This is an optimization exercise on Yosys and OpenROAD, whose aim is small area, a short achievable clock period and few clock cycles per item, not a production implementation. Where RTL was checked, it was by simulation tests only, not by an equivalence proof against the original. Function not checked in runs 2 to 9: the RTL went through the layout flow alone. Power figures rest on the tool's default switching activity, not on a simulated workload.

<file path="flow/config.mk">
export PLATFORM = sky130hd
export DESIGN_NAME = axi_stream_insert_header
export DESIGN_NICKNAME = axi_stream_insert_header
export VERILOG_FILES = /design/flow/design.v
export SDC_FILE = /design/flow/constraint.sdc
export NUM_CORES = 4
export LEC_CHECK = 0
export CAP_MARGIN = 20
export CORE_MARGIN = 2
export CORE_UTILIZATION = 40
export PLACE_DENSITY = 0.6
export SLEW_MARGIN = 20
</file>
<file path="flow/constraint.sdc">
create_clock -name core_clock -period 4.5 [get_ports {clk}]
set_input_delay 0.9000 -clock core_clock [delete_from_list [all_inputs] [get_ports {clk}]]
set_output_delay 0.9000 -clock core_clock [all_outputs]
set_load 0.01 [all_outputs]
</file>
<file path="flow/design.v">
`timescale 1ns / 1ps
module axi_stream_insert_header#(
    parameter DATA_WD = 32,
    parameter DATA_BYTE_WD = DATA_WD / 8,
    parameter BYTE_CNT_WD = $clog2(DATA_BYTE_WD)
    )(
    input                       clk,
    input                       rst_n,
    input                       valid_in,
    input [DATA_WD-1 : 0]       data_in,
    input [DATA_BYTE_WD-1 : 0]  keep_in,
    input                       last_in,
    output                      ready_in,
    output                      valid_out,
    output [DATA_WD-1 : 0]      data_out,
    output [DATA_BYTE_WD-1 : 0] keep_out,
    output                      last_out,
    input                       ready_out,
    input                       valid_insert,
    input [DATA_WD-1 : 0]       header_insert,
    input [DATA_BYTE_WD-1 : 0]  keep_insert,
    input [BYTE_CNT_WD : 0]     byte_insert_cnt,
    output                      ready_insert
);
localparam NB = DATA_BYTE_WD;
localparam CW = BYTE_CNT_WD + 2;    
localparam S_IDLE = 2'd0;    
localparam S_DATA = 2'd1;    
localparam S_TAIL = 2'd2;    
reg [1:0]           state;
reg [CW-1:0]        hcnt;        
reg [CW-1:0]        tcnt;        
reg [DATA_WD-1:0]   carry;       
reg                 valid_out_r;
reg [DATA_WD-1:0]   data_out_r;
reg [NB-1:0]        keep_out_r;
reg                 last_out_r;
wire out_free = ~valid_out_r | ready_out;
assign ready_insert = (state == S_IDLE);
assign ready_in     = (state == S_DATA) & out_free;
reg [CW-1:0] kin;
integer i;
always @(*) begin
    kin = 0;
    for (i = 0; i < NB; i = i + 1)
        kin = kin + keep_in[i];
end
wire [CW-1:0] total = hcnt + kin;
wire [2*DATA_WD-1:0] joined = {carry, data_in} << (8 * (NB - hcnt));
wire [DATA_WD-1:0]   window = joined[2*DATA_WD-1 -: DATA_WD];
wire [NB-1:0] last_keep = {NB{1'b1}} << (NB - total);
wire [NB-1:0] tail_keep = {NB{1'b1}} << (NB - tcnt);
always @(posedge clk or negedge rst_n) begin
    if (!rst_n) begin
        state       <= S_IDLE;
        valid_out_r <= 1'b0;
    end else begin
        if (ready_out)
            valid_out_r <= 1'b0;
        case (state)
        S_IDLE:
            if (valid_insert)
                state <= S_DATA;
        S_DATA:
            if (valid_in && out_free) begin
                valid_out_r <= 1'b1;
                if (last_in)
                    state <= (total > NB) ? S_TAIL : S_IDLE;
            end
        S_TAIL:
            if (out_free) begin
                valid_out_r <= 1'b1;
                state       <= S_IDLE;
            end
        default:
            state <= S_IDLE;
        endcase
    end
end
always @(posedge clk) begin
    case (state)
    S_IDLE:
        if (valid_insert) begin
            carry <= header_insert;
            hcnt  <= byte_insert_cnt;
        end
    S_DATA:
        if (valid_in && out_free) begin
            carry      <= data_in;
            data_out_r <= window;
            if (last_in && total <= NB) begin
                keep_out_r <= last_keep;
                last_out_r <= 1'b1;
            end else begin
                keep_out_r <= {NB{1'b1}};
                last_out_r <= 1'b0;
            end
            if (last_in)
                tcnt <= total - NB;
        end
    S_TAIL:
        if (out_free) begin
            data_out_r <= window;
            keep_out_r <= tail_keep;
            last_out_r <= 1'b1;
        end
    default: ;
    endcase
end
assign valid_out = valid_out_r;
assign data_out  = data_out_r;
assign keep_out  = keep_out_r;
assign last_out  = last_out_r;
endmodule
</file>
<file path="flow/run.sh">
#!/bin/bash
# synth_recipe.tcl (not shown) runs the flow's synth.tcl, then flattens the netlist and writes it again
# the make line also repeats each setting of config.mk as NAME=value (left out here)
make -C /OpenROAD-flow-scripts/flow DESIGN_CONFIG=/design/flow/config.mk WORK_HOME=/design/flow/orfs CLKGATE_MAP_FILE= SYNTH_SCRIPT=/design/flow/synth_recipe.tcl finish
</file>
==> results.txt, run 1 <==
CP max-delay cell fa_1; worst slack, placed 286 ps; setup TNS 0 ps; ANT nets after route 0; Worst Path Required 4580 ps; Worst setup endpoint keep_out_r[2]; Detail Placement HPWL 8530 µm; Post-Syn Area per Cell 11.7 µm²; outcome no timing/DRC/antenna violations; Ports 121; RSZ-0062 raised after global routing false; post-synth top area share 49.8%; Max VDD drop 0.256 mV; CTS Hold Buffers Added 0; register area share after synthesis 51.4%; Synth warnings 1; reg2reg end keep_out_r[2]; Critical Setup Path Class in -> reg; CTS tree done; Skew-Pair Late Insertion Delay 340 ps; Clk pwr share 16.6%; Die ar. 12300 µm²; first-pass GRT wire length 20500 µm; Starting Density 40.5%; via-per-instance ratio 5.90; Pre-antenna DRT Iters 5; final WL 13000 µm; worst-path cell chain clkdlybuf4s50_1, fa_1, inv_1, fa_1, fa_1, xor2_4, inv_1, ha_1, o21ai_0, nor2_1, o21bai_1, or2_1, o211ai_1; post-CTS setup buffers 0; PortBufs 116; Synth area leader edfxtp_1; pin count of the biggest net entering global routing 40; Cells after Synth 393; Critical Path AT 3930 ps; GRT Residual Overflow 0; Rows 39; EDFF count, synth 76; P_sw 1390 µW; setup slack, reg-to-reg 1210 ps; root buf cell clkbuf_16; Storage cell area 2360 µm²; synthesis-to-finish area growth 33.8%; RePlAce Congestion 0.828; pin slew with the least headroom to its limit 899 ps; fmax 0.259 GHz; register share of total power 37.5%; Logic pwr share 45.9%; worst reg-to-reg path cell count 13; CP Launch Type primary input; dominant synthesized flop cell edfxtp_1; Crit. Startpoint keep_in[0]; vias in the first global route 3685; period utilisation layout 85.7%; post-synth net total 486; count of cell types in the netlist 48; Non-Filler Instances 646; vias post-DR 3811; Die Width 111 µm; Cells after DPL 632; Tmin final 3860 ps; Synth Register Bits 79; most numerous cell in the Yosys netlist edfxtp_1; # diodes 0; Sw Share 36.3%; Hold Crit Class reg -> reg; Setup Skew 3.06 ps; initial antenna violation count 0; Hold Violations, Final 0; Die H 111 µm; drt first-iter violations 355; Post-DP Area 5880 µm²; Fill cells 1011; Max Cap Violations 0; slew margin rel. 39.8%; TritonCTS Buffers 9; # setup viols final 0; Async S/R FF share, synth 3.80%; CTS sink count 79; Power Dens Cells 627 nW/µm²; most used cell along the critical path fa_1; setup ws final 643 ps; synth cell count leaders edfxtp_1, mux2_2, a21oi_1; Final Max Tran Viols 0; Core Box Area 11300 µm²; P_int 2450 µW; Netlist Area Pre-Place 4580 µm²; Lkg Pwr 0.00211 µW; most area-consuming cells after synthesis edfxtp_1, mux2_2, a21oi_1; endpoint class of the critical path flop; WL per Instance 20.2 µm; final instance area 6130 µm²; Post-CTS Resized 0; CTS H-tree lvls 3; Clock transition at path regs 60 ps; layout cells sized above 1 14.7%; Reg2Reg Launch Point hcnt[0]; Final nets 593; Max Root-Sink Buffers 2; drc violations 0; CP max FO 6; total track usage 21.3%; area of the multi-input gates 2070 µm²; slowest stage delay, CP 540 ps
-- registers in the layout, indices dropped and copies added (netlist names) --
name,count
data_out_r,32
hcnt,3
tcnt,4
carry,32
last_out_r,1
state,2
keep_out_r,4
valid_out_r,1
-- through the flow --
step | utilization, % | hold slack [ps] | power, µW
global placement | 52.0 | 532 | 3180
global route | 54.1 | 611 | 4070
floorplan | - | 507 | 2510
detailed placement | 52.0 | 533 | 3200
CTS | 54.1 | 559 | 3850
finish | 54.1 | 564 | 3840
-- cell type report --
class | count | share of cell area (%)
clock inverters | 3 | 0.204
repair buffers | 124 | 19.9
inverters | 15 | 0.919
well taps | 143 | 2.92
multi-input cells | 271 | 33.8
clock buffers | 11 | 3.80
flip-flops and latches | 79 | 38.5
-- how the worst min path moves through the flow --
stage                           to      from  cells past startpoint
after global placement    state[1]  state[1]                      1
after floorplan           state[1]  state[1]                      1
after CTS                 state[1]  state[1]                      1
after detailed placement  state[1]  state[1]                      1
final                     state[1]  state[1]                      1
after global routing      state[1]  state[1]                      1
-- kinds of logic (layout without fill, tap and decap cells) --
group | count (synthesis) | count (layout) | share of synthesized area (%)
buf+inv | 43 | 153 | 3.96
fa+ha+maj | 12 | 12 | 3.77
compound gates | 132 | 132 | 20.3
mux | 42 | 42 | 10.3
simple gates | 82 | 82 | 8.82
flops | 79 | 79 | 51.4
xor+xnor | 3 | 3 | 1.39
-- placed cells by master, fill, tap and decap left out, types with 3 or more instances in the layout --
cell type,netlist,final
a21o_1,3,3
a21oi_1,32,31
a221oi_1,15,15
a22oi_1,17,17
a32o_1,6,6
a32oi_1,6,6
and2_1,9,9
buf_4,0,8
clkbuf_16,0,9
clkdlybuf4s50_1,0,116
dfrtp_1,3,3
edfxtp_1,76,76
fa_1,3,3
ha_1,9,9
inv_1,15,15
mux2_2,40,40
nand2_1,28,28
nand2b_1,5,5
nand3_1,4,4
nor2_1,15,15
nor2b_1,4,3
o21ai_0,19,19
o221ai_1,7,7
o22ai_1,8,8
o32ai_1,7,7
or2_2,7,7
or3_1,3,3
-- metal layers --
metal	vias up	global-route usage [%]	part of all wire (%)
met3	18	3.34	7.7
met2	187	33.5	47
met1	1851	30.2	44
met5	-	0	0
li1	1755	-	-
met4	0	7.49	1.7
-- critical path: cells and delay by family --
kind,cells,cell delay (ps)
buffers and inverters,3,550
and+or+nand+nor,2,200
adders and majority gates,4,1610
AOI/OAI and AO/OA,3,460
xor gates and xnor gates,1,220
-- power groups by stage --
stage                     registers, µW  logic [µW]  clock network, µW
after CTS                          1440        1760                647
after floorplan                    1480        1030                  0
after global routing               1470        1910                679
final                              1440        1770                638
after detailed placement           1460        1750                  0
after global placement             1450        1730                  0
Testbench counts, summed over its fixed seeds: cycles 9,885, bytes 30,700.
==> run 2, diff against run 1 <==
==> flow/design.v (replaced) <==
`timescale 1ns / 1ps
module axi_stream_insert_header#(
    parameter DATA_WD = 32,
    parameter DATA_BYTE_WD = DATA_WD / 8,
    parameter BYTE_CNT_WD = $clog2(DATA_BYTE_WD)
    )(
    input                       clk,
    input                       rst_n,
    input                       valid_in,
    input [DATA_WD-1 : 0]       data_in,
    input [DATA_BYTE_WD-1 : 0]  keep_in,
    input                       last_in,
    output                      ready_in,
    output                      valid_out,
    output [DATA_WD-1 : 0]      data_out,
    output [DATA_BYTE_WD-1 : 0] keep_out,
    output                      last_out,
    input                       ready_out,
    input                       valid_insert,
    input [DATA_WD-1 : 0]       header_insert,
    input [DATA_BYTE_WD-1 : 0]  keep_insert,
    input [BYTE_CNT_WD : 0]     byte_insert_cnt,
    output                      ready_insert
);
localparam NB = DATA_BYTE_WD;
localparam BW = BYTE_CNT_WD;
localparam S_HDR  = 2'd0;    
localparam S_DATA = 2'd1;    
localparam S_TAIL = 2'd2;    
reg [1:0]           state;
reg [BW-1:0]        hcnt;    
reg [BW-1:0]        tcnt;    
reg [DATA_WD-9:0]   carry;   
wire in_hdr  = (state == S_HDR);
wire in_data = (state == S_DATA);
wire in_tail = (state == S_TAIL);
wire hdr_full = keep_insert[NB-1];
reg [BW-1:0] kin;
integer i;
always @(*) begin
    kin = 0;
    for (i = 0; i < NB - 1; i = i + 1)
        kin = kin + keep_in[i];
end
wire [BW:0] tot = hcnt + kin;
wire        ovf = tot[BW];
wire [2*DATA_WD-9:0] joined = {carry, data_in} << (8 * (NB - 1 - hcnt));
wire [DATA_WD-1:0]   window = joined[2*DATA_WD-9 -: DATA_WD];
function [NB-1:0] hmask(input [BW-1:0] n);
    hmask = ~({NB{1'b1}} >> (n + 1));
endfunction
wire end_pkt = in_data & valid_in & last_in & ~ovf;    
assign valid_out    = in_tail | (in_data & valid_in) | (in_hdr & valid_insert & hdr_full);
assign ready_in     = in_data & ready_out;
assign ready_insert = in_hdr ? (~hdr_full | ready_out)
                             : (~hdr_full & ready_out & (in_tail | end_pkt));
assign data_out = in_hdr ? header_insert : window;
assign last_out = in_tail | (in_data & last_in & ~ovf);
assign keep_out = in_tail ? hmask(tcnt) :
                  (in_data & last_in & ~ovf) ? hmask(tot[BW-1:0]) : {NB{1'b1}};
wire take_in  = ready_in & valid_in;
wire take_hdr = ready_insert & valid_insert;
always @(posedge clk or negedge rst_n) begin
    if (!rst_n) begin
        state <= S_HDR;
    end else begin
        case (state)
        S_HDR:
            if (take_hdr)
                state <= S_DATA;
        S_DATA:
            if (take_in && last_in)
                state <= ovf ? S_TAIL : take_hdr ? S_DATA : S_HDR;
        S_TAIL:
            if (ready_out)
                state <= take_hdr ? S_DATA : S_HDR;
        default:
            state <= S_HDR;
        endcase
    end
end
always @(posedge clk) begin
    if (take_hdr) begin
        carry <= header_insert[DATA_WD-9:0];
        hcnt  <= byte_insert_cnt[BW-1:0];
    end else if (take_in) begin
        carry <= data_in[DATA_WD-9:0];
        tcnt  <= tot[BW-1:0];
    end
end
endmodule
==> run 2 against run 1 <==
Against the previous run: register-to-register slack improved by 370 ps; routed wire length fell by 51%; synthesized cell count fell by 38%; non-clock buffer count rose by 1; critical path depth fell by 4; worst hold slack improved by 180 ps; worst setup slack got worse by 540 ps; largest cell class is now multi-input gates; largest power group unchanged.
==> results.txt, run 2 <==
outcome no timing/DRC/antenna violations; commonest non-fill, non-tap cells in the layout clkdlybuf4s50_1, mux2i_1, nand2_1; Detail Placement HPWL 4890 µm; fraction of the mapped netlist area in adder cells 2.04%; RePlAce Congestion 0.783; Ports 121; Async S/R FF share, synth 6.67%; HP Start state[1]; Max VDD drop 0.280 mV; setup TNS 0 ps; post-synthesis mux area share 41.0%; worst-path cell chain clkdlybuf4s50_1, fa_1, ha_1, fa_1, nand4bb_4, buf_4, nor3_1, nor2_1, clkdlybuf4s50_1; dominant synthesized flop cell edfxtp_1; Die H 84.3 µm; Final Max Tran Viols 0; GRT Residual Overflow 0; Starting Density 41.1%; CP Launch Type primary input; WL per Instance 14.8 µm; worst reg-to-reg path cell count 9; Netlist Area Pre-Place 2580 µm²; Clk pwr share 13.2%; Sw Share 35.2%; max reg flops 24; P_int 1120 µW; setup slack, reg-to-reg 1580 ps; endpoint class of the critical path output port; first-pass GRT wire length 10700 µm; Die Width 84.3 µm; RSZ-0062 raised after global routing false; Worst Path Required 3600 ps; via-per-instance ratio 5.08; TritonCTS Buffers 5; period utilisation layout 97.7%; Non-Filler Instances 437; Critical Path AT 3500 ps; Rows 29; Hold Violations, Final 0; Power Dens Cells 440 nW/µm²; Tmin final 4400 ps; CTS Hold Buffers Added 0; pin count of the biggest net entering global routing 49; Die ar. 7110 µm²; Final nets 443; Post-Syn Area per Cell 10.5 µm²; Skew-Pair Late Insertion Delay 280 ps; total track usage 18.6%; Final Util 62.3%; count of cell types in the netlist 30; slowest stage delay, CP 490 ps; complex-gate fraction of the synthesized area 8.58%; reg2reg end carry[7]; Synth warnings 1; layout cells sized above 1 18.3%; Pre-antenna DRT Iters 4; Hold Crit Class reg -> reg; slew margin rel. 57.2%; worst hold stages 3; ANT nets after route 0; CTS sink count 30; Clock transition at path regs 70 ps; Synth Area in XOR/XNOR 0%; Max Cap Violations 0; Reg with most FFs carry; pin slew with the least headroom to its limit 641 ps; root buf cell clkbuf_8; # diodes 0; most area-consuming cells after synthesis edfxtp_1, mux2i_1, mux2_2; synth cell count leaders mux2i_1, nand2_1, mux2_2; CP max FO 4; initial antenna violation count 0; Buf+Inv Stages, Crit Path 3; Synth area leader edfxtp_1; Setup Skew 9.17 ps; CTS H-tree lvls 2; commonest non-fill, non-tap cell in the layout clkdlybuf4s50_1; drc violations 0; fmax 0.228 GHz; WHS 742 ps; Reg2Reg Launch Point hcnt[0]; drt first-iter violations 124; Max Root-Sink Buffers 2; Cells after DPL 429; vias post-DR 2219; EDFF count, synth 28; P_sw 607 µW; # setup viols final 0; Crit. Startpoint keep_in[1]; largest family of logic cells by synthesized area multiplexers; register area share after synthesis 34.5%; worst hold endpoint state[0]; post-synth net total 329; Cells after Synth 245; CP max-delay cell clkdlybuf4s50_1; Lkg Pwr 0.00159 µW; register share of total power 25.0%; CTS tree done; PortBufs 114; synthesis-to-finish area growth 51.6%; delay-heaviest family, CP buffers and inverters; Core Box Area 6280 µm²; final WL 6450 µm; most numerous cell in the Yosys netlist mux2i_1; vias in the first global route 2307; post-synthesis simple-gate area fraction 9.94%; Critical Setup Path Class in -> out; post-synth top area share 32.6%; Synth Register Bits 30; Logic pwr share 61.8%
run 2: changes by cell type after synthesis, sizes merged, moves of 13 or more:
cell | previous run | this run
a22oi | 17 | 0
a221oi | 15 | 0
edfxtp | 76 | 28
inv | 15 | 2
a21oi | 33 | 12
mux2i | 2 | 48
run 2: area by class of cell:
cell class              count  area (µm²)
clock buffers               7        86.3
clock inverters             1        5.00
fillers                   569        2360
inverters                   2        7.51
multi-input cells         195        1600
flip-flops and latches     30         891
well taps                  77        96.3
repair buffers            125        1230
run 2: worst reg2reg max path, delay by kind of cell, from the launching register on:
kind,cells,cell delay (ps)
and+or+nand+nor,2,420
adders and majority gates,3,1050
muxes,1,310
buffers and inverters,2,370
DFF,1,410
AOI/OAI and AO/OA,1,90
run 2: worst max path at each step:
stage / end / slack (ps) / cells after the start
3_3_place_gp: ready_insert / 90 / 8
2_1_floorplan: carry[0] / 840 / 8
3_5_place_dp: ready_insert / 90 / 8
4_1_cts: ready_insert / 70 / 8
6_report: keep_out[2] / 100 / 9
5_1_grt: keep_out[2] / 9 / 9
run 2: power groups by stage:
| stage | Combinational (µW) | Clock, µW | Sequential (µW) |
|---|---|---|---|
| after floorplan | 588 | 0 | 426 |
| final | 1060 | 228 | 431 |
| after detailed placement | 1080 | 0 | 437 |
| after global routing | 1160 | 250 | 440 |
| after global placement | 1070 | 0 | 435 |
| after CTS | 1080 | 235 | 432 |
run 2: kinds of logic after synthesis:
kind of cell	count (synthesis)
flip-flops	30
buffers and inverters	20
AND/OR/NAND/NOR	55
adder cells (fa/ha/maj)	3
other	1
multiplexers	96
AO/OA/AOI/OAI	40
run 2: metrics by stage:
stage                     cell area [µm²]  total power, µW  setup slack [ps]
after CTS                            3910             1750              68.8
after global placement               3820             1510              94.2
after floorplan                      2580             1010               840
after global routing                 3910             1850              9.32
after detailed placement             3820             1510              86.2
final                                3910             1720               105
run 2: per-layer routing:
layer  GRT usage (%)  wire, µm  up-vias
met5               0         0        -
met4            4.76        66        0
met3            5.31       454        6
met2            32.8      3120       69
met1            22.4      2810     1010
li1                -         -     1134
run 2: repair_timing:
| action | CTS | global route |
|---|---|---|
| gates resized for setup | 0 | 1 |
| setup endpoints to repair | 0 | 1 |
| setup buffers | 0 | 0 |
==> run 3, diff against run 2 <==
--- a/flow/design.v
+++ b/flow/design.v
@@ -29,35 +29,35 @@
 localparam S_TAIL = 2'd2;    
 reg [1:0]           state;
 reg [BW-1:0]        hcnt;    
-reg [BW-1:0]        tcnt;    
+reg [1:0]           tkeep;   
 reg [DATA_WD-9:0]   carry;   
 wire in_hdr  = (state == S_HDR);
 wire in_data = (state == S_DATA);
 wire in_tail = (state == S_TAIL);
 wire hdr_full = keep_insert[NB-1];
-reg [BW-1:0] kin;
-integer i;
-always @(*) begin
-    kin = 0;
-    for (i = 0; i < NB - 1; i = i + 1)
-        kin = kin + keep_in[i];
-end
-wire [BW:0] tot = hcnt + kin;
-wire        ovf = tot[BW];
+wire h1 = (hcnt == 2'd1);
+wire h2 = (hcnt == 2'd2);
+wire h3 = (hcnt == 2'd3);
+wire k2 = keep_in[2];
+wire k1 = keep_in[1];
+wire k0 = keep_in[0];
+wire ovf = (h1 & k0) | (h2 & k1) | (h3 & k2);
+wire [NB-2:0] lkeep = {h1 | h2 | h3 | k2,
+                       h2 | h3 | (h1 & k2) | k1,
+                       h3 | (h2 & k2) | (h1 & k1) | k0};
+wire [1:0] nkeep = {(h3 & k1) | (h2 & k0), h3 & k0};
 wire [2*DATA_WD-9:0] joined = {carry, data_in} << (8 * (NB - 1 - hcnt));
 wire [DATA_WD-1:0]   window = joined[2*DATA_WD-9 -: DATA_WD];
-function [NB-1:0] hmask(input [BW-1:0] n);
-    hmask = ~({NB{1'b1}} >> (n + 1));
-endfunction
-wire end_pkt = in_data & valid_in & last_in & ~ovf;    
+wire last_beat = in_data & last_in & ~ovf;      
+wire end_pkt   = last_beat & valid_in;
 assign valid_out    = in_tail | (in_data & valid_in) | (in_hdr & valid_insert & hdr_full);
 assign ready_in     = in_data & ready_out;
 assign ready_insert = in_hdr ? (~hdr_full | ready_out)
                              : (~hdr_full & ready_out & (in_tail | end_pkt));
 assign data_out = in_hdr ? header_insert : window;
-assign last_out = in_tail | (in_data & last_in & ~ovf);
-assign keep_out = in_tail ? hmask(tcnt) :
-                  (in_data & last_in & ~ovf) ? hmask(tot[BW-1:0]) : {NB{1'b1}};
+assign last_out = in_tail | last_beat;
+assign keep_out = in_tail   ? {1'b1, tkeep, 1'b0} :
+                  last_beat ? {1'b1, lkeep} : {NB{1'b1}};
 wire take_in  = ready_in & valid_in;
 wire take_hdr = ready_insert & valid_insert;
 always @(posedge clk or negedge rst_n) begin
@@ -85,7 +85,7 @@
         hcnt  <= byte_insert_cnt[BW-1:0];
     end else if (take_in) begin
         carry <= data_in[DATA_WD-9:0];
-        tcnt  <= tot[BW-1:0];
+        tkeep <= nkeep;
     end
 end
 endmodule
==> run 3 against run 2 <==
Against the previous run: global-route usage rose by 1.1 points; worst setup slack improved by 660 ps; critical path depth decreased by 3; clock power up 19%; maximum frequency increased by 18%; clock-buffer cell count is the same; critical endpoint is now keep_out[1].
==> results.txt, run 3 <==
outcome no timing/DRC/antenna violations; total track usage 19.7%; ANT nets after route 0; dominant synthesized flop cell edfxtp_1; commonest non-fill, non-tap cell in the layout clkdlybuf4s50_1; Rows 30; setup TNS 0 ps; setup slack, reg-to-reg 1950 ps; layout cells sized above 1 20.3%; P_int 1100 µW; endpoint class of the critical path output port; CTS Hold Buffers Added 0; drc violations 0; Post-DP Area 3930 µm²; drt first-iter violations 81; Power Dens Cells 415 nW/µm²; synth cell count leaders nand2_1, mux2_2, edfxtp_1; GRT Residual Overflow 0; register area share after synthesis 32.1%; Detail Placement HPWL 5630 µm; WL per Instance 16.4 µm; Hold Violations, Final 0; Worst Path Required 3600 ps; register share of total power 24.7%; most numerous cell in the Yosys netlist nand2_1; final instance area 4040 µm²; Tmin final 3730 ps; final WL 7430 µm; Ports 121; Final Max Tran Viols 0; Die ar. 7610 µm²; PortBufs 114; Cells after Synth 265; Post-CTS Resized 0; Hold Crit Class in -> async; CP Launch Type primary input; commonest non-fill, non-tap cells in the layout clkdlybuf4s50_1, nand2_1, mux2_2; Async S/R FF share, synth 6.67%; period utilisation layout 82.9%; post-synth net total 346; RSZ-0062 raised after global routing false; Max Cap Violations 0; P_sw 574 µW; root buf cell clkbuf_8; CTS H-tree lvls 2; TritonCTS Buffers 5; Setup Skew 9.52 ps; Max Root-Sink Buffers 2; # setup viols final 0; max reg flops 24; post-CTS setup buffers 0; Core Box Area 6760 µm²; via-per-instance ratio 5.34; synthesis-to-finish area growth 45.7%; Lkg Pwr 0.00156 µW; Die H 87.2 µm; initial antenna violation count 0; CTS sink count 30; Starting Density 41.0%; Synth area leader edfxtp_1; count of cell types in the netlist 43; Clk pwr share 16.1%; Critical Setup Path Class in -> out; Skew-Pair Late Insertion Delay 280 ps; Pre-antenna DRT Iters 6; pin count of the biggest net entering global routing 37; CTS tree done; Final nets 454; Post-Syn Area per Cell 10.5 µm²; Die Width 87.2 µm; Max VDD drop 0.167 mV; Clock transition at path regs 70 ps; Netlist Area Pre-Place 2770 µm²; Critical Path AT 2830 ps; Sw Share 34.2%; post-synth top area share 30.3%; vias post-DR 2424; vias in the first global route 2302; CP max FO 6; Reg with most FFs carry; first-pass GRT wire length 11600 µm; fmax 0.268 GHz; Logic pwr share 59.2%; Synth warnings 1; Final Util 59.8%; # diodes 0; most area-consuming cells after synthesis edfxtp_1, mux2_2, mux2_4; RePlAce Congestion 0.783; EDFF count, synth 28; Synth Register Bits 30
run 3: cell count changes after synthesis, sizes merged, moves of 3 or more:
cell | previous run | this run
buf | 8 | 12
mux4 | 0 | 8
nor2b | 0 | 11
nor2 | 12 | 16
mux2i | 48 | 18
nor3 | 4 | 1
a21oi | 12 | 20
a211oi | 0 | 9
run 3: through the flow:
step | hold slack [ps] | setup WS [ps] | power (µW) | cells
detailed placement | 809 | 791 | 1420 | 446
global route | 775 | 683 | 1790 | 454
global placement | 827 | 776 | 1420 | 446
finish | 774 | 769 | 1680 | 454
floorplan | 604 | 1620 | 988 | 265
CTS | 769 | 784 | 1700 | 454
run 3: kinds of logic (layout without fill, tap and decap cells):
logic type             Yosys count  count (layout)  share of synthesized area, %
other                            1               1                         0.135
AND/OR/NAND/NOR                 69              69                          11.6
buffers and inverters           26             135                          6.18
flip-flops                      30              30                          32.1
AO/OA/AOI/OAI                   65              65                          14.3
multiplexers                    74              74                          35.6
run 3: path summary, 6_finish.rpt:
check                           start           to  depth (start not counted)
setup / recovery           keep_in[2]  keep_out[1]                          6
hold / removal                  rst_n     state[0]                          1
setup reg to reg              hcnt[1]     carry[9]                          6
hold reg to reg              state[1]     state[1]                          2
max in group asynchronous       rst_n     state[1]                          1
min in group core_clock      state[1]     state[1]                          2
run 3: cell type report:
type,count,area (µm²)
clock buffer,7,76.3
multi-input combinational,209,1720
sequential,30,891
tap,80,100
fill,600,2720
inverter,4,15.0
clock inverter,1,30.0
timing repair buffer,123,1210
run 3: routing by layer:
metal	track usage, %	up-vias	wire [µm]
li1	-	1211	-
met1	25.9	1118	3260
met2	32.5	87	3610
met3	4.27	8	434
met4	6.15	0	128
met5	0	-	0
run 3: power groups by stage:
stage / logic [µW] / registers [µW] / clock network (µW)
global placement: 997 / 419 / 0
finish: 992 / 414 / 271
floorplan: 581 / 407 / 0
global route: 1080 / 421 / 292
CTS: 1010 / 415 / 277
detailed placement: 999 / 420 / 0
run 3: worst max-delay path, stage by stage:
cell,delay [ps]
clkdlybuf4s50_1,480
mux2i_2,290
o2111ai_4,190
a2111oi_0,410
nor2_1,70
clkdlybuf4s50_1,490
==> run 4, diff against run 3 <==
==> flow/flow/run.sh (new file) <==
#!/bin/bash
# Standard layout, with each port buffered by a small buffer instead of
# the delay cell that buffer_ports picks by default.
set -euo pipefail
export BUFFER_PORTS_ARGS="-buffer_cell sky130_fd_sc_hd__buf_1"
bash standard.sh > standard.log 2>&1
==> flow/standard.sh (new file) <==
#!/bin/bash
# synth_recipe.tcl (not shown) runs the flow's synth.tcl, then flattens the netlist and writes it again
# the make line also repeats each setting of config.mk as NAME=value (left out here)
make -C /OpenROAD-flow-scripts/flow DESIGN_CONFIG=/design/flow/config.mk WORK_HOME=/design/flow/orfs CLKGATE_MAP_FILE= SYNTH_SCRIPT=/design/flow/synth_recipe.tcl "${@:-finish}"
removed: flow/run.sh
==> run 4 against run 3 <==
Against the previous run: still clean on timing, DRC and antenna; maximum frequency grew 21%; register-to-register slack lost 310 ps; first-iteration DRC count grew 16%; core utilization shrank 11 points; combinational power shrank 23%; flip-flop and latch count is the same; die area is the same; largest power group unchanged; highest routed layer unchanged.
==> results.txt, run 4 <==
drc violations 0; EDFF count, synth 28; RSZ-0062 raised after global routing false; layout cells sized above 1 19.4%; initial antenna violation count 0; fmax 0.324 GHz; GRT Residual Overflow 0; fraction of the mapped netlist area in adder cells 0%; Clock transition at path regs 60 ps; commonest non-fill, non-tap cells in the layout buf_1, nand2_1, mux2_2; register share of total power 29.9%; largest family of logic cells by synthesized area multiplexers; Logic pwr share 55.4%; post-CTS setup buffers 0; Max Cap Violations 0; count of cell types in the netlist 43; post-synth net total 346; Sw Share 40.0%; P_sw 553 µW; vias post-DR 2355; Rows 30; P_int 830 µW; Skew-Pair Late Insertion Delay 270 ps; Hold Crit Class in -> async; Synth warnings 1; period utilisation layout 68.5%; Lkg Pwr 0.00123 µW; Power Dens Cells 421 nW/µm²; final WL 6610 µm; Non-Filler Instances 451; CTS H-tree lvls 2; post-synthesis simple-gate area fraction 11.6%; Synth Area in XOR/XNOR 0%; Pre-antenna DRT Iters 4; Async S/R FF share, synth 6.67%; Post-Syn Area per Cell 10.5 µm²; complex-gate fraction of the synthesized area 14.3%; Starting Density 41.0%; Max Root-Sink Buffers 2; ANT nets after route 0; most area-consuming cells after synthesis edfxtp_1, mux2_2, mux2_4; Die ar. 7610 µm²; Critical Path AT 2180 ps; setup TNS 0 ps; RePlAce Congestion 0.794; outcome no timing/DRC/antenna violations; Post-CTS Resized 0; PortBufs 114; pin slew with the least headroom to its limit 674 ps; endpoint class of the critical path output port; most numerous cell in the Yosys netlist nand2_1; Cells after DPL 442; CTS Hold Buffers Added 0; Final Util 48.6%; # diodes 0; Setup Skew 6.64 ps; Synth area leader edfxtp_1; Max VDD drop 0.154 mV; CP Launch Type flop; Worst Path Required 3600 ps; Critical Setup Path Class reg -> out; Hold Violations, Final 0; synth cell count leaders nand2_1, mux2_2, edfxtp_1; Final Max Tran Viols 0; Cells after Synth 265; max reg flops 24; root buf cell clkbuf_8; Die Width 87.2 µm; via-per-instance ratio 5.22; worst reg-to-reg path cell count 5; Final nets 451; WL per Instance 14.6 µm; total track usage 16.8%; Netlist Area Pre-Place 2770 µm²; drt first-iter violations 94; Detail Placement HPWL 4820 µm; TritonCTS Buffers 5; setup slack, reg-to-reg 1640 ps; reg2reg end carry[21]; pin count of the biggest net entering global routing 49; CTS sink count 30; Clk pwr share 14.7%; Reg2Reg Launch Point hcnt[0]; Synth Register Bits 30; Tmin final 3080 ps; CP max FO 46; Die H 87.2 µm; CTS tree done; # setup viols final 0; synthesis-to-finish area growth 18.5%; Reg with most FFs carry; post-synth top area share 30.3%; commonest non-fill, non-tap cell in the layout buf_1; slew margin rel. 54.8%; post-synthesis mux area share 35.6%; dominant synthesized flop cell edfxtp_1; first-pass GRT wire length 10000 µm; Fill cells 693; Ports 121; vias in the first global route 2114; Core Box Area 6760 µm²; register area share after synthesis 32.1%
-- run 4: cell counts after synthesis --
Identical to the previous run, type by type.
-- run 4: critical path, cell delays in order (launching register included) --
cell,delay (ps)
edfxtp_1,340
buf_4,440
nand3b_2,260
o2111ai_4,170
a2111oi_0,470
nor2_1,70
buf_1,140
-- run 4: routing by layer --
metal  vias to the layer above  global-route usage [%]  part of all wire (%)
met5                         -                       0                     0
met4                         0                    3.22                  0.76
met3                         4                    3.51                   5.0
met2                        75                    27.5                    47
met1                      1078                    23.4                    47
li1                       1198                       -                     -
-- run 4: cell type report --
class	instances	area, µm²	area share (%)
Multi-Input combinational cell	209	1720	52.3
Sequential cell	30	891	27.1
Inverter	4	15.0	0.457
Timing Repair Buffer	120	480	14.6
Tap cell	80	100	3.05
Clock buffer	8	80.1	2.44
-- run 4: logic make-up (layout without fill, tap and decap cells) --
group           count (synthesis)  after routing
mux                            74             74
compound gates                 65             65
buf+inv                        26            132
other cells                     1              1
flops                          30             30
simple gates                   69             69
-- run 4: through the flow --
| stage | instance area (µm²) | setup slack (ps) | power (µW) | hold slack, ps |
|---|---|---|---|---|
| 2_1_floorplan | 2770 | 1620 | 988 | 604 |
| 4_1_cts | 3270 | 1400 | 1390 | 399 |
| 5_1_grt | 3280 | 1310 | 1490 | 403 |
| 3_5_place_dp | 3190 | 1420 | 1180 | 698 |
| 6_report | 3280 | 1420 | 1380 | 408 |
| 3_3_place_gp | 3190 | 1430 | 1170 | 694 |
-- run 4: power groups by stage --
stage / Combinational, µW / Clock [µW] / Sequential, µW
CTS: 764 / 212 / 414
global route: 846 / 222 / 420
detailed placement: 760 / 0 / 419
global placement: 752 / 0 / 416
finish: 766 / 204 / 414
floorplan: 581 / 0 / 407
-- run 4: worst max path at each step --
stage,from,endpoint
after detailed placement,ready_out,carry[20]
after global routing,hcnt[0],keep_out[1]
final,hcnt[0],keep_out[1]
after CTS,state[1],data_out[27]
after floorplan,keep_insert[3],carry[0]
after global placement,ready_out,carry[20]
==> run 5, diff against run 4 <==
--- a/flow/config.mk
+++ b/flow/config.mk
@@ -9,4 +9,5 @@
 export CORE_MARGIN = 2
 export CORE_UTILIZATION = 40
 export PLACE_DENSITY = 0.6
+export SETUP_SLACK_MARGIN = 2.4
 export SLEW_MARGIN = 20
==> run 5 against run 4 <==
Against the previous run: still clean; core utilization increased by 19 points; clock skew decreased by 3.9 ps; maximum frequency increased by 11%; worst hold slack got worse by 17 ps; power increased by 40%; combinational power increased by 67%; final cell count increased by 11%; clock-buffer cell count decreased by 1; routed wire length increased by 41%; largest cell class unchanged.
==> results.txt, run 5 <==
Synth area leader edfxtp_1; CTS H-tree lvls 2; root buf cell clkbuf_8; worst-path cell chain buf_12, mux4_2, mux2_4, buf_6; endpoint class of the critical path output port; synth cell count leaders nand2_1, mux2_2, edfxtp_1; Die ar. 7610 µm²; Fill cells 512; Synth Register Bits 30; Critical Path AT 1870 ps; Final Max Tran Viols 0; Sw Share 38.6%; via-per-instance ratio 5.42; TritonCTS Buffers 5; count of cell types in the netlist 43; GRT Residual Overflow 0; Setup Skew 2.78 ps; Netlist Area Pre-Place 2770 µm²; most numerous cell in the Yosys netlist nand2_1; GR met2 Demand/Resource 40.6%; final WL 9340 µm; Skew-Pair Late Insertion Delay 280 ps; WL per Instance 18.7 µm; Max Cap Violations 0; Power Dens Cells 423 nW/µm²; Async S/R FF share, synth 6.67%; met1 Use GR 28.6%; Reg with most FFs carry; vias post-DR 2705; Logic pwr share 66.4%; Clock transition at path regs 60 ps; Hold Crit Class in -> async; PortBufs 114; pin count of the biggest net entering global routing 47; WHS 391 ps; vias in the first global route 2658; P_int 1180 µW; slowest stage delay, CP 520 ps; total track usage 22.9%; Starting Density 41.0%; Die Width 87.2 µm; Max Root-Sink Buffers 2; CP max-delay cell mux4_2; register share of total power 21.8%; setup TNS 0 ps; GRT Max-Usage Layer met2; Ports 121; P_sw 745 µW; fmax 0.361 GHz; drt first-iter violations 73; commonest non-fill, non-tap cells in the layout buf_1, mux2_4, buf_6; period utilisation layout 61.6%; max reg flops 24; CTS tree done; Rows 30; drc violations 0; register area share after synthesis 32.1%; Synth warnings 1; Pre-antenna DRT Iters 4; dominant synthesized flop cell edfxtp_1; CP Launch Type flop; CTS sink count 30; post-synth top area share 30.3%; Worst Path Required 3600 ps; Die H 87.2 µm; # setup viols final 0; Final nets 499; EDFF count, synth 28; CTS Hold Buffers Added 0; Detail Placement HPWL 4910 µm; post-synth net total 346; met3 usage 3.22%; Clk pwr share 11.9%; initial antenna violation count 0; most area-consuming cells after synthesis edfxtp_1, mux2_2, mux2_4; Post-Syn Area per Cell 10.5 µm²; RSZ-0062 raised after global routing true; Max VDD drop 0.182 mV; Cells after Synth 265; synthesis-to-finish area growth 64.4%; commonest non-fill, non-tap cell in the layout buf_1; Critical Setup Path Class reg -> out; ANT nets after route 0; # diodes 0; Lkg Pwr 0.00190 µW; Tmin final 2770 ps; CP max FO 12; RePlAce Congestion 0.764; reg2reg end carry[15]; worst reg-to-reg path cell count 11; layout cells sized above 1 53.9%; setup slack, reg-to-reg 1910 ps; Hold Violations, Final 0; Reg2Reg Launch Point hcnt[1]; outcome no timing/DRC/antenna violations; first-pass GRT wire length 13200 µm; Core Box Area 6760 µm²
-- run 5: through the flow --
step           area [µm²]  cells  total power (µW)  util (%)  setup slack [ps]
4_1_cts              4260    488              1840      63.0              1740
5_1_grt              4560    499              2030      67.4              1680
2_1_floorplan        2980    265              1110         -              1970
6_report             4560    499              1930      67.4              1730
3_3_place_gp         3350    442              1290      49.6              1350
3_5_place_dp         3350    442              1300      49.6              1310
-- run 5: cell families (layout without fill, tap and decap cells) --
logic type | after synthesis | in the layout | synth area share, %
flops | 30 | 30 | 32.1
other cells | 1 | 1 | 0.135
compound gates | 65 | 67 | 14.3
mux | 74 | 74 | 35.6
buf+inv | 26 | 175 | 6.18
simple gates | 69 | 72 | 11.6
-- run 5: timing repair --
item	in CTS	in global routing
setup endpoints to repair	89	91
pin swaps	9	5
buffers inserted	28	7
resized for setup	109	47
cloned	10	4
-- run 5: layer usage --
metal  vias up  wire length [µm]
li1       1312                 -
met1      1293              3850
met2        87              4900
met3        13               433
met4         0               159
met5         -                 0
-- run 5: worst max-delay path by stage --
stage | cells past startpoint | to | from | slack, ps
global route | 4 | data_out[27] | hcnt[0] | 1680
detailed placement | 5 | carry[21] | ready_out | 1310
floorplan | 3 | keep_out[0] | keep_in[0] | 1970
finish | 4 | data_out[31] | hcnt[0] | 1730
CTS | 4 | data_out[29] | data_in[29] | 1740
global placement | 5 | carry[19] | ready_out | 1350
-- run 5: power by group through the flow --
stage          Sequential [µW]  Combinational, µW  Clock (µW)
2_1_floorplan              407                702           0
3_3_place_gp               417                869           0
3_5_place_dp               421                876           0
4_1_cts                    416               1190         232
5_1_grt                    425               1370         241
6_report                   420               1280         229
-- run 5: worst max-delay path: cells and delay by family, from the launching register on --
family / cells / cell delay (ps)
buf+inv: 2 / 330
mux: 2 / 800
flops: 1 / 460
-- run 5: cell type report --
type / instances / area, µm² / share of cell area [%]
Multi-Input combinational cell: 214 / 2150 / 47.2
Timing Repair Buffer: 163 / 1300 / 28.6
Sequential cell: 30 / 893 / 19.6
Tap cell: 80 / 100 / 2.20
Clock buffer: 7 / 86.3 / 1.89
Inverter: 4 / 20.0 / 0.439
Clock inverter: 1 / 5.00 / 0.110
==> run 6, diff against run 5 <==
--- a/flow/config.mk
+++ b/flow/config.mk
@@ -7,7 +7,7 @@
 export LEC_CHECK = 0
 export CAP_MARGIN = 20
 export CORE_MARGIN = 2
-export CORE_UTILIZATION = 40
-export PLACE_DENSITY = 0.6
+export CORE_UTILIZATION = 70
+export PLACE_DENSITY = 0.8
 export SETUP_SLACK_MARGIN = 2.4
 export SLEW_MARGIN = 20
==> run 6 against run 5 <==
Against the previous run: the flow now stops in 4_1_cts; area after synthesis is the same; synthesized cell count is the same.
==> results.txt, run 6 <==
post-synth net total 346; Post-CTS Resized 120; TritonCTS Buffers 5; Synth Register Bits 30; synth cell count leaders nand2_1, mux2_2, edfxtp_1; Netlist Area Pre-Place 2770 µm²; Max Root-Sink Buffers 2; Async S/R FF share, synth 6.67%; register area share after synthesis 32.1%; Die Width 66.9 µm; Die H 66.9 µm; most area-consuming cells after synthesis edfxtp_1, mux2_2, mux2_4; Detail Placement HPWL 5380 µm; EDFF count, synth 28; Rows 22; PortBufs 114; root buf cell clkbuf_8; post-synth top area share 30.3%; Ports 121; RePlAce Congestion 0.783; CTS Hold Buffers Added 0; outcome stopped before the end; count of cell types in the netlist 43; Post-Syn Area per Cell 10.5 µm²; Synth warnings 1; Starting Density 74.0%; Cells after Synth 265; Stopped at 4_1_cts; CTS H-tree lvls 2; CTS sink count 30; Synth area leader edfxtp_1; dominant synthesized flop cell edfxtp_1; most numerous cell in the Yosys netlist nand2_1; post-CTS setup buffers 23; stop err [ERROR DPL-0038] Utilization greater than 100%, impossible to legalize
run 6: cell counts after synthesis:
No cell type changed its count.
run 6: logic make-up after synthesis:
| kind of cell | Yosys count | synth area share [%] |
|---|---|---|
| DFF | 30 | 32.1 |
| AOI/OAI and AO/OA | 65 | 14.3 |
| buffers and inverters | 26 | 6.18 |
| and+or+nand+nor | 69 | 11.6 |
| other | 1 | 0.135 |
| muxes | 74 | 35.6 |
run 6: power groups by stage:
stage          combinational (µW)  sequential, µW  clock, µW
3_3_place_gp                  851             422          0
2_1_floorplan                 702             407          0
3_5_place_dp                  910             428          0
run 6: worst max-delay path by stage:
stage                     from          end  slack, ps  depth (start not counted)
floorplan           keep_in[0]  keep_out[0]       1970                          3
detailed placement   ready_out    carry[18]       1300                          5
global placement     ready_out    carry[21]       1400                          5
run 6: through the flow:
stage / area [µm²] / cells / utilization [%] / total power (µW) / setup slack, ps
after detailed placement: 3340 / 411 / 89.1 / 1340 / 1300
after floorplan: 2980 / 265 / - / 1110 / 1970
after global placement: 3310 / 410 / 88.4 / 1270 / 1400
==> run 7, diff against run 6 <==
==> flow/design.v (replaced) <==
`timescale 1ns / 1ps
module axi_stream_insert_header#(
    parameter DATA_WD = 32,
    parameter DATA_BYTE_WD = DATA_WD / 8,
    parameter BYTE_CNT_WD = $clog2(DATA_BYTE_WD)
    )(
    input                       clk,
    input                       rst_n,
    input                       valid_in,
    input [DATA_WD-1 : 0]       data_in,
    input [DATA_BYTE_WD-1 : 0]  keep_in,
    input                       last_in,
    output                      ready_in,
    output                      valid_out,
    output [DATA_WD-1 : 0]      data_out,
    output [DATA_BYTE_WD-1 : 0] keep_out,
    output                      last_out,
    input                       ready_out,
    input                       valid_insert,
    input [DATA_WD-1 : 0]       header_insert,
    input [DATA_BYTE_WD-1 : 0]  keep_insert,
    input [BYTE_CNT_WD : 0]     byte_insert_cnt,
    output                      ready_insert
);
localparam NB = DATA_BYTE_WD;
localparam BW = BYTE_CNT_WD;
reg                 in_hdr;
reg                 in_data;
reg                 in_tail;
reg [NB-1:0]        hsel;    
reg [1:0]           tkeep;   
reg [DATA_WD-9:0]   carry;   
wire hdr_full = keep_insert[NB-1];
wire h1 = hsel[1];
wire h2 = hsel[2];
wire h3 = hsel[3];
wire k2 = keep_in[2];
wire k1 = keep_in[1];
wire k0 = keep_in[0];
wire ovf = (h1 & k0) | (h2 & k1) | (h3 & k2);
wire [NB-2:0] lkeep = {h1 | h2 | h3 | k2,
                       h2 | h3 | (h1 & k2) | k1,
                       h3 | (h2 & k2) | (h1 & k1) | k0};
wire [1:0] nkeep = {(h3 & k1) | (h2 & k0), h3 & k0};
reg [DATA_WD-1:0] window;
integer j, k;
always @(*) begin
    window = in_hdr ? header_insert : {DATA_WD{1'b0}};
    for (k = 0; k < NB; k = k + 1)
        if (hsel[k])
            window = window | ({carry, data_in} >> (8 * k));
end
wire last_beat = in_data & last_in & ~ovf;      
wire end_pkt   = last_beat & valid_in;
assign valid_out    = in_tail | (in_data & valid_in) | (in_hdr & valid_insert & hdr_full);
assign ready_in     = in_data & ready_out;
assign ready_insert = (in_hdr & (~hdr_full | ready_out)) |
                      (~hdr_full & ready_out & (in_tail | end_pkt));
assign data_out = window;
assign last_out = in_tail | last_beat;
assign keep_out = in_tail   ? {1'b1, tkeep, 1'b0} :
                  last_beat ? {1'b1, lkeep} : {NB{1'b1}};
wire take_in  = ready_in & valid_in;
wire take_hdr = ready_insert & valid_insert;
wire to_hdr   = ((take_in & last_in & ~ovf) | (in_tail & ready_out)) & ~take_hdr;
wire to_tail  = take_in & last_in & ovf;
always @(posedge clk or negedge rst_n) begin
    if (!rst_n) begin
        in_hdr  <= 1'b1;
        in_data <= 1'b0;
        in_tail <= 1'b0;
    end else begin
        if (take_hdr | to_hdr | to_tail) begin
            in_hdr  <= to_hdr;
            in_data <= take_hdr;
            in_tail <= to_tail;
        end
    end
end
always @(posedge clk or negedge rst_n) begin
    if (!rst_n)
        hsel <= {NB{1'b0}};
    else if (take_hdr)
        hsel <= {NB{1'b0}} | (1 << byte_insert_cnt[BW-1:0]);
    else if (to_hdr)
        hsel <= {NB{1'b0}};
end
always @(posedge clk) begin
    if (take_hdr) begin
        carry <= header_insert[DATA_WD-9:0];
    end else if (take_in) begin
        carry <= data_in[DATA_WD-9:0];
        tkeep <= nkeep;
    end
end
endmodule
--- a/flow/config.mk
+++ b/flow/config.mk
@@ -7,7 +7,6 @@
 export LEC_CHECK = 0
 export CAP_MARGIN = 20
 export CORE_MARGIN = 2
-export CORE_UTILIZATION = 70
-export PLACE_DENSITY = 0.8
-export SETUP_SLACK_MARGIN = 2.4
+export CORE_UTILIZATION = 40
+export PLACE_DENSITY = 0.6
 export SLEW_MARGIN = 20
==> run 7 against run 6 <==
Against the previous run: now clean on timing, DRC and antenna; synthesized cell count shrank 12%; area after synthesis fell by 12%.
==> results.txt, run 7 <==
RePlAce Congestion 0.798; Worst Path Required 3600 ps; Starting Density 41.2%; PortBufs 114; endpoint class of the critical path output port; max reg flops 24; Power Dens Cells 583 nW/µm²; Sw Share 46.2%; Synth warnings 1; Skew-Pair Late Insertion Delay 280 ps; Final Max Tran Viols 0; pin slew with the least headroom to its limit 1010 ps; EDFF count, synth 26; Final nets 414; Logic pwr share 56.5%; dominant synthesized flop cell edfxtp_1; drt first-iter violations 235; initial antenna violation count 0; final WL 6980 µm; Max Cap Violations 0; slowest stage delay, CP 540 ps; Buf+Inv Stages, Crit Path 2; Setup Skew 5.92 ps; synth cell count leaders nand2_1, a222oi_1, a22oi_1; slew margin rel. 32.7%; Max Root-Sink Buffers 2; Max VDD drop 0.248 mV; CTS H-tree lvls 2; vias in the first global route 2007; largest family of logic cells by synthesized area compound AO/OA/AOI/OAI gates; GRT Residual Overflow 0; Async S/R FF share, synth 21.2%; post-synthesis simple-gate area fraction 10.8%; post-CTS setup buffers 0; fmax 0.313 GHz; pin count of the biggest net entering global routing 38; worst-path cell chain buf_1, a222oi_1, nand3_1, nor4_1, a2bb2oi_1, buf_1; RSZ-0062 raised after global routing false; count of cell types in the netlist 33; Fill cells 603; CTS tree done; setup TNS 0 ps; Post-Syn Area per Cell 10.5 µm²; TritonCTS Buffers 5; Detail Placement HPWL 4510 µm; Pre-antenna DRT Iters 6; Rows 28; registers with the most flip-flops carry (24), hsel (4), tkeep (2); Die H 82.1 µm; delay-heaviest family, CP compound AO/OA/AOI/OAI gates; P_int 925 µW; Core Box Area 5920 µm²; Synth Register Bits 33; Lkg Pwr 0.00117 µW; Clk pwr share 12.6%; outcome no timing/DRC/antenna violations; worst slack, placed 1120 ps; P_sw 793 µW; Synth area leader edfxtp_1; # setup viols final 0; Synth Area in XOR/XNOR 0%; total track usage 19.7%; Cells after Synth 232; commonest non-fill, non-tap cells in the layout buf_1, nand2_1, a222oi_1; most area-consuming cells after synthesis edfxtp_1, a222oi_1, mux2_4; post-synth net total 313; commonest non-fill, non-tap cell in the layout buf_1; # diodes 0; first-pass GRT wire length 9990 µm; CP max FO 4; most numerous cell in the Yosys netlist nand2_1; WL per Instance 17.1 µm; Hold Violations, Final 0; Critical Path AT 2290 ps; Netlist Area Pre-Place 2440 µm²; ANT nets after route 0; CP max-delay cell a222oi_1; Clock transition at path regs 70 ps; register share of total power 31.0%; drc violations 0; period utilisation layout 71.0%; Hold Crit Class in -> async; Tmin final 3190 ps; Die Width 82.1 µm; CP Launch Type primary input; register area share after synthesis 39.3%; layout cells sized above 1 11.4%; Ports 121; CTS sink count 33; vias post-DR 2447; synthesis-to-finish area growth 20.9%; complex-gate fraction of the synthesized area 27.6%; Reg with most FFs carry; post-synth top area share 32.0%; Die ar. 6730 µm²; Post-CTS Resized 0; post-synthesis mux area share 16.1%; Critical Setup Path Class in -> out; fraction of the mapped netlist area in adder cells 0%; CTS Hold Buffers Added 0; via-per-instance ratio 5.98; setup ws final 1310 ps; most used cell along the critical path buf_1; root buf cell clkbuf_8
-- run 7: cell count changes after synthesis, sizes merged, moves of 4 or more --
cell	delta
mux2	-24
mux4	-8
nand2	+15
o21ai	-25
a222oi	+33
mux2i	-14
a21oi	-17
clkbuf	+5
a211oi	-8
nor2b	-11
nor2	-14
a22oi	+32
dfrtp	+4
-- run 7: area by class of cell --
cell class / instances / area, µm² / area share (%)
Clock buffer: 7 / 76.3 / 2.59
Clock inverter: 1 / 5.00 / 0.170
Inverter: 4 / 15.0 / 0.509
Multi-Input combinational cell: 170 / 1340 / 45.3
Sequential cell: 33 / 957 / 32.5
Tap cell: 75 / 93.8 / 3.18
Timing Repair Buffer: 119 / 465 / 15.8
-- run 7: layer usage --
layer | global-route usage, % | vias to the layer above | share of wire [%]
met5 | 0 | - | 0
li1 | - | 1155 | -
met1 | 26.6 | 1155 | 45
met2 | 30.7 | 131 | 45
met3 | 4.95 | 6 | 9.5
met4 | 6.33 | 0 | 1.1
-- run 7: stage by stage --
step / total power [µW] / util [%] / area, µm² / hold slack [ps] / cells
final: 1720 / 49.8 / 2950 / 496 / 409
after global routing: 1860 / 49.8 / 2950 / 522 / 409
after CTS: 1730 / 49.8 / 2950 / 505 / 409
after detailed placement: 1510 / 48.4 / 2870 / 583 / 401
after global placement: 1510 / 48.4 / 2870 / 574 / 401
after floorplan: 1190 / - / 2440 / 529 / 232
-- run 7: worst paths after layout --
check / start / end / slack [ps] / cells after the start
max: keep_in[0] / keep_out[2] / 1310 / 6
min: rst_n / in_data / 500 / 1
max reg2reg: hsel[1] / carry[4] / 1520 / 6
min reg2reg: in_data / in_data / 600 / 2
max in group asynchronous: rst_n / in_hdr / 3690 / 1
min in group core_clock: in_data / in_data / 600 / 2
-- run 7: cell families after synthesis --
family / count (synthesis)
compound gates: 79
buf+inv: 29
flops: 33
mux: 28
other cells: 1
simple gates: 62
-- run 7: power groups by stage --
stage | logic, µW | clock network, µW | registers, µW
after floorplan | 743 | 0 | 447
after global placement | 971 | 0 | 534
after detailed placement | 971 | 0 | 535
after CTS | 975 | 221 | 529
after global routing | 1090 | 234 | 541
final | 970 | 216 | 532
==> run 8, diff against run 7 <==
--- a/flow/config.mk
+++ b/flow/config.mk
@@ -5,6 +5,7 @@
 export SDC_FILE = /design/flow/constraint.sdc
 export NUM_CORES = 4
 export LEC_CHECK = 0
+export ABC_CLOCK_PERIOD_IN_PS = 1500
 export CAP_MARGIN = 20
 export CORE_MARGIN = 2
 export CORE_UTILIZATION = 40
==> run 8 against run 7 <==
Against the previous run: maximum frequency stayed put; critical path type unchanged; via count stayed put; still clean on timing, DRC and antenna; die area stayed put.
==> results.txt, run 8 <==
outcome no timing/DRC/antenna violations; vias post-DR 2447; drt first-iter violations 235; registers with the most flip-flops carry (24), hsel (4), tkeep (2); ANT nets after route 0; first-pass GRT wire length 9990 µm; Worst Path Required 3600 ps; via-per-instance ratio 5.98; Post-Syn Area per Cell 10.5 µm²; Reg with most FFs carry; pin slew with the least headroom to its limit 1010 ps; Synth warnings 1; vias in the first global route 2007; # diodes 0; Clock transition at path regs 70 ps; WL per Instance 17.1 µm; CTS sink count 33; drc violations 0; Power Dens Cells 583 nW/µm²; reg2reg end carry[4]; synthesis-to-finish area growth 20.9%; TritonCTS Buffers 5; Rows 28; worst-path cell chain buf_1, a222oi_1, nand3_1, nor4_1, a2bb2oi_1, buf_1; Netlist Area Pre-Place 2440 µm²; CP max FO 4; worst reg-to-reg path cell count 6; pin count of the biggest net entering global routing 38; max reg flops 24; Cells after DPL 401; RSZ-0062 raised after global routing false; Non-Filler Instances 409; Post-CTS Resized 0; Lkg Pwr 0.00117 µW; slowest stage delay, CP 540 ps; Max Root-Sink Buffers 2; endpoint class of the critical path output port; post-CTS setup buffers 0; Die ar. 6730 µm²; Die Width 82.1 µm; post-synth top area share 32.0%; CTS tree done; Detail Placement HPWL 4510 µm; RePlAce Congestion 0.798; setup TNS 0 ps; CTS H-tree lvls 2; Final Max Tran Viols 0; setup slack, reg-to-reg 1520 ps; Ports 121; Hold Violations, Final 0; dominant synthesized flop cell edfxtp_1; PortBufs 114; Max Cap Violations 0; CP max-delay cell a222oi_1; EDFF count, synth 26; GRT Residual Overflow 0; root buf cell clkbuf_8; post-synth net total 313; Die H 82.1 µm; final WL 6980 µm; Critical Path AT 2290 ps; total track usage 19.7%; Critical Setup Path Class in -> out; Setup Skew 5.92 ps; # setup viols final 0; Skew-Pair Late Insertion Delay 280 ps; most area-consuming cells after synthesis edfxtp_1, a222oi_1, mux2_4; commonest non-fill, non-tap cell in the layout buf_1; fmax 0.313 GHz; Async S/R FF share, synth 21.2%; initial antenna violation count 0; most numerous cell in the Yosys netlist nand2_1; CP Launch Type primary input; period utilisation layout 71.0%; most used cell along the critical path buf_1; Final nets 414; Hold Crit Class in -> async; register area share after synthesis 39.3%; synth cell count leaders nand2_1, a222oi_1, a22oi_1; Pre-antenna DRT Iters 6; Max VDD drop 0.248 mV; layout cells sized above 1 11.4%; commonest non-fill, non-tap cells in the layout buf_1, nand2_1, a222oi_1; Core Box Area 5920 µm²; Synth Register Bits 33; Synth area leader edfxtp_1; Reg2Reg Launch Point hsel[1]; CTS Hold Buffers Added 0; count of cell types in the netlist 33; Starting Density 41.2%; Cells after Synth 232; Tmin final 3190 ps; slew margin rel. 32.7%
-- run 8: cell counts in the layout (fill, tap and decap cells not counted) --
Identical to the previous run, type by type.
-- run 8: area by class of cell --
| cell class | count | area [µm²] |
|---|---|---|
| Fill cell | 603 | 2970 |
| Clock buffer | 7 | 76.3 |
| Sequential cell | 33 | 957 |
| Multi-Input combinational cell | 170 | 1340 |
| Inverter | 4 | 15.0 |
| Tap cell | 75 | 93.8 |
| Clock inverter | 1 | 5.00 |
| Timing Repair Buffer | 119 | 465 |
-- run 8: cell families (layout without fill, tap and decap cells) --
family,after synthesis,in the layout,share of synthesized area (%)
and+or+nand+nor,62,62,10.8
DFF,33,33,39.3
AOI/OAI and AO/OA,79,79,27.6
muxes,28,28,16.1
buffers and inverters,29,131,6.01
other,1,1,0.154
-- run 8: stage by stage --
step	total power (µW)	setup WS (ps)	util (%)	hold slack (ps)	area, µm²
CTS	1730	1330	49.8	505	2950
global route	1860	1170	49.8	522	2950
floorplan	1190	1490	-	529	2440
detailed placement	1510	1120	48.4	583	2870
global placement	1510	1150	48.4	574	2870
finish	1720	1310	49.8	496	2950
-- run 8: worst max path at each step --
stage	cells past startpoint	endpoint	from	slack, ps
detailed placement	6	carry[3]	keep_in[0]	1120
floorplan	5	carry[0]	keep_in[0]	1490
CTS	6	keep_out[1]	keep_in[0]	1330
finish	6	keep_out[2]	keep_in[0]	1310
global placement	6	carry[11]	keep_in[0]	1150
global route	6	keep_out[2]	keep_in[0]	1170
-- run 8: where the power goes --
group,switching (µW),total (µW),internal [µW]
logic,573,970,398
clock network,108,216,109
registers,113,532,419
total,793,1720,925
-- run 8: layer usage --
layer / routed length [µm] / up-vias / part of all wire (%) / global-route usage (%)
li1: - / 1155 / - / -
met1: 3110 / 1155 / 45 / 26.6
met2: 3130 / 131 / 45 / 30.7
met3: 661 / 6 / 9.5 / 4.95
met4: 74 / 0 / 1.1 / 6.33
met5: 0 / - / 0 / 0
-- run 8: critical path, delay by kind of cell --
family                 cells  cell delay [ps]
AOI/OAI and AO/OA          2              670
and+or+nand+nor            2              470
buffers and inverters      2              250
==> run 9, diff against run 8 <==
--- a/flow/config.mk
+++ b/flow/config.mk
@@ -5,9 +5,9 @@
 export SDC_FILE = /design/flow/constraint.sdc
 export NUM_CORES = 4
 export LEC_CHECK = 0
-export ABC_CLOCK_PERIOD_IN_PS = 1500
 export CAP_MARGIN = 20
 export CORE_MARGIN = 2
 export CORE_UTILIZATION = 40
 export PLACE_DENSITY = 0.6
+export SETUP_SLACK_MARGIN = 1.8
 export SLEW_MARGIN = 20
==> run 9 against run 8 <==
Against the previous run: largest power group unchanged; combinational power is 4% higher; critical endpoint is now ready_insert; highest routed layer unchanged; routed wire length is 0.53% lower; clock-buffer cell count is 1 lower; synthesized cell count stayed put.
==> results.txt, run 9 <==
outcome no timing/DRC/antenna violations; most area-consuming cells after synthesis edfxtp_1, a222oi_1, mux2_4; RePlAce Congestion 0.792; vias post-DR 2451; registers with the most flip-flops carry (24), hsel (4), tkeep (2); WHS 497 ps; endpoint class of the critical path output port; P_sw 808 µW; Synth Register Bits 33; initial antenna violation count 0; P_int 1010 µW; Synth area leader edfxtp_1; setup TNS 0 ps; Hold Crit Class in -> async; worst-path cell chain buf_8, a222oi_1, buf_4, buf_6, and3_4, nor2_4, o21ai_2, buf_2; slew margin rel. 31.5%; count of cell types in the netlist 33; slowest stage delay, CP 420 ps; CP max-delay cell a222oi_1; Worst Path Required 3600 ps; WL per Instance 16.9 µm; TritonCTS Buffers 5; Final nets 416; register area share after synthesis 39.3%; Critical Path AT 2160 ps; CTS Hold Buffers Added 0; Lkg Pwr 0.00122 µW; Die ar. 6730 µm²; Synth warnings 1; dominant synthesized flop cell edfxtp_1; Max Cap Violations 0; commonest non-fill, non-tap cell in the layout buf_1; Max VDD drop 0.284 mV; Starting Density 41.2%; Hold Violations, Final 0; Max Root-Sink Buffers 2; RSZ-0062 raised after global routing true; root buf cell clkbuf_8; Post-Syn Area per Cell 10.5 µm²; Die H 82.1 µm; Reg with most FFs carry; Netlist Area Pre-Place 2440 µm²; Cells after DPL 399; post-synth top area share 32.0%; Crit. Startpoint keep_in[0]; Skew-Pair Late Insertion Delay 290 ps; Setup Skew 6.12 ps; Async S/R FF share, synth 21.2%; Ports 121; most numerous cell in the Yosys netlist nand2_1; Tmin final 3060 ps; first-pass GRT wire length 10400 µm; CTS tree done; Buf+Inv Stages, Crit Path 4; synth cell count leaders nand2_1, a222oi_1, a22oi_1; Sw Share 44.4%; via-per-instance ratio 5.96; total track usage 20.2%; # diodes 0; Core Box Area 5920 µm²; ANT nets after route 0; synthesis-to-finish area growth 25.6%; # setup viols final 0; layout cells sized above 1 15.2%; register share of total power 29.7%; period utilisation layout 68.0%; Pre-antenna DRT Iters 5; Cells after Synth 232; vias in the first global route 2132; Reg2Reg Launch Point hsel[1]; Pwr Total 1820 µW; delay-heaviest family, CP compound AO/OA/AOI/OAI gates; Clock transition at path regs 70 ps; max reg flops 24; Final Max Tran Viols 0; CP Launch Type primary input; drc violations 0; GRT Residual Overflow 0; fmax 0.327 GHz; PortBufs 114; pin slew with the least headroom to its limit 1030 ps; Detail Placement HPWL 4530 µm; Logic pwr share 55.3%; Power Dens Cells 595 nW/µm²; EDFF count, synth 26; Die Width 82.1 µm; CTS H-tree lvls 2; drt first-iter violations 288; final WL 6940 µm; Critical Setup Path Class in -> out; Rows 28; CTS sink count 33; commonest non-fill, non-tap cells in the layout buf_1, nand2_1, a222oi_1; Non-Filler Instances 411; CP max FO 2; Clk pwr share 15.0%; post-synth net total 313; pin count of the biggest net entering global routing 39
-- run 9: cell counts after synthesis --
Identical to the previous run, type by type.
-- run 9: cell type report --
cell class | instances | area (µm²)
clock inverter | 2 | 33.8
multi-input combinational | 170 | 1370
clock buffer | 6 | 72.6
inverter | 4 | 15.0
timing repair buffer | 121 | 510
fill | 585 | 2860
sequential | 33 | 962
tap | 75 | 93.8
-- run 9: worst reg2reg max path, stage by stage (launching register included) --
cell and delay (ps):
dfrtp_1 370, buf_6 200, a222oi_1 480, nand3_1 230, a221o_2 780, nand2_4 470
-- run 9: final timing paths --
kind	end	slack, ps	cells after the start
min in group core_clock	in_data	610	2
min reg2reg	in_data	610	2
max	ready_insert	1440	8
max in group asynchronous	in_hdr	3690	1
max reg2reg	carry[0]	1620	5
min	in_data	500	1
-- run 9: power groups by stage --
| stage | clock network (µW) | registers (µW) | logic, µW |
|---|---|---|---|
| 2_1_floorplan | 0 | 446 | 752 |
| 3_5_place_dp | 0 | 540 | 970 |
| 5_1_grt | 294 | 552 | 1120 |
| 3_3_place_gp | 0 | 540 | 966 |
| 4_1_cts | 279 | 535 | 995 |
| 6_report | 273 | 541 | 1010 |
-- run 9: repair_timing --
item,CTS,global route
gates resized for setup,10,9
endpoints found under the setup margin,87,86
gates cloned,0,0
setup buffers,3,1
pin swaps,4,5
-- run 9: logic make-up (layout without fill, tap and decap cells) --
group                  count (synthesis)  count (layout)  synth area share (%)
buffers and inverters                 29             133                  6.01
other                                  1               1                 0.154
DFF                                   33              33                  39.3
muxes                                 28              28                  16.1
and+or+nand+nor                       62              62                  10.8
AOI/OAI and AO/OA                     79              79                  27.6
-- run 9: metrics by stage --
step	instance area [µm²]	worst slack, ps	util (%)
after floorplan	2450	1790	-
after global placement	2870	1130	48.5
after detailed placement	2870	1140	48.5
after CTS	3030	1550	51.1
after global routing	3060	1330	51.7
final	3060	1440	51.7
-- run 9: routing by layer --
layer / vias up / GRT usage (%) / wire (µm)
met5: - / 0 / 0
met4: 0 / 5.67 / 72
met3: 6 / 5.27 / 626
met2: 118 / 32.7 / 3180
met1: 1165 / 26.5 / 3060
li1: 1162 / - / -

afterwards: timing with drivers on the ports:
Ports are ideal in the flow. The routed layouts listed here were re-timed in OpenROAD. Step 1: set_driving_cell puts a clkbuf_16 on clk and a buf_2 on each other input, an assumption about the parent block. Step 2 also shifts input and output timing later by t, the mid clock arrival at the registers, as if the neighbouring blocks saw the same clock. Three values: ideal ports, drivers, drivers and shift; two values: the first two.
run | t (ns) | setup slack, ns | cell pins on the clock port's net
run 1 | 0.374 | 0.643 / 0.658 / 0.284 | 1
run 2 | 0.311 | 0.105 / 0.078 / 0.078 | 1
run 3 | 0.311 | 0.769 / 0.746 / 0.746 | 1
run 4 | 0.296 | 1.417 / 1.391 / 1.406 | 1
run 5 | 0.308 | 1.730 / 1.703 / 1.591 | 1
run 7 | 0.308 | 1.306 / 1.285 / 1.124 | 1
run 8 | 0.308 | 1.306 / 1.285 / 1.124 | 1
run 9 | 0.313 | 1.441 / 1.402 / 1.225 | 1
After both steps setup and hold are still met in every run listed. For run 1, which loses most, drivers alone change the setup slack by +0.015 ns; drivers and shift together by -0.359 ns.
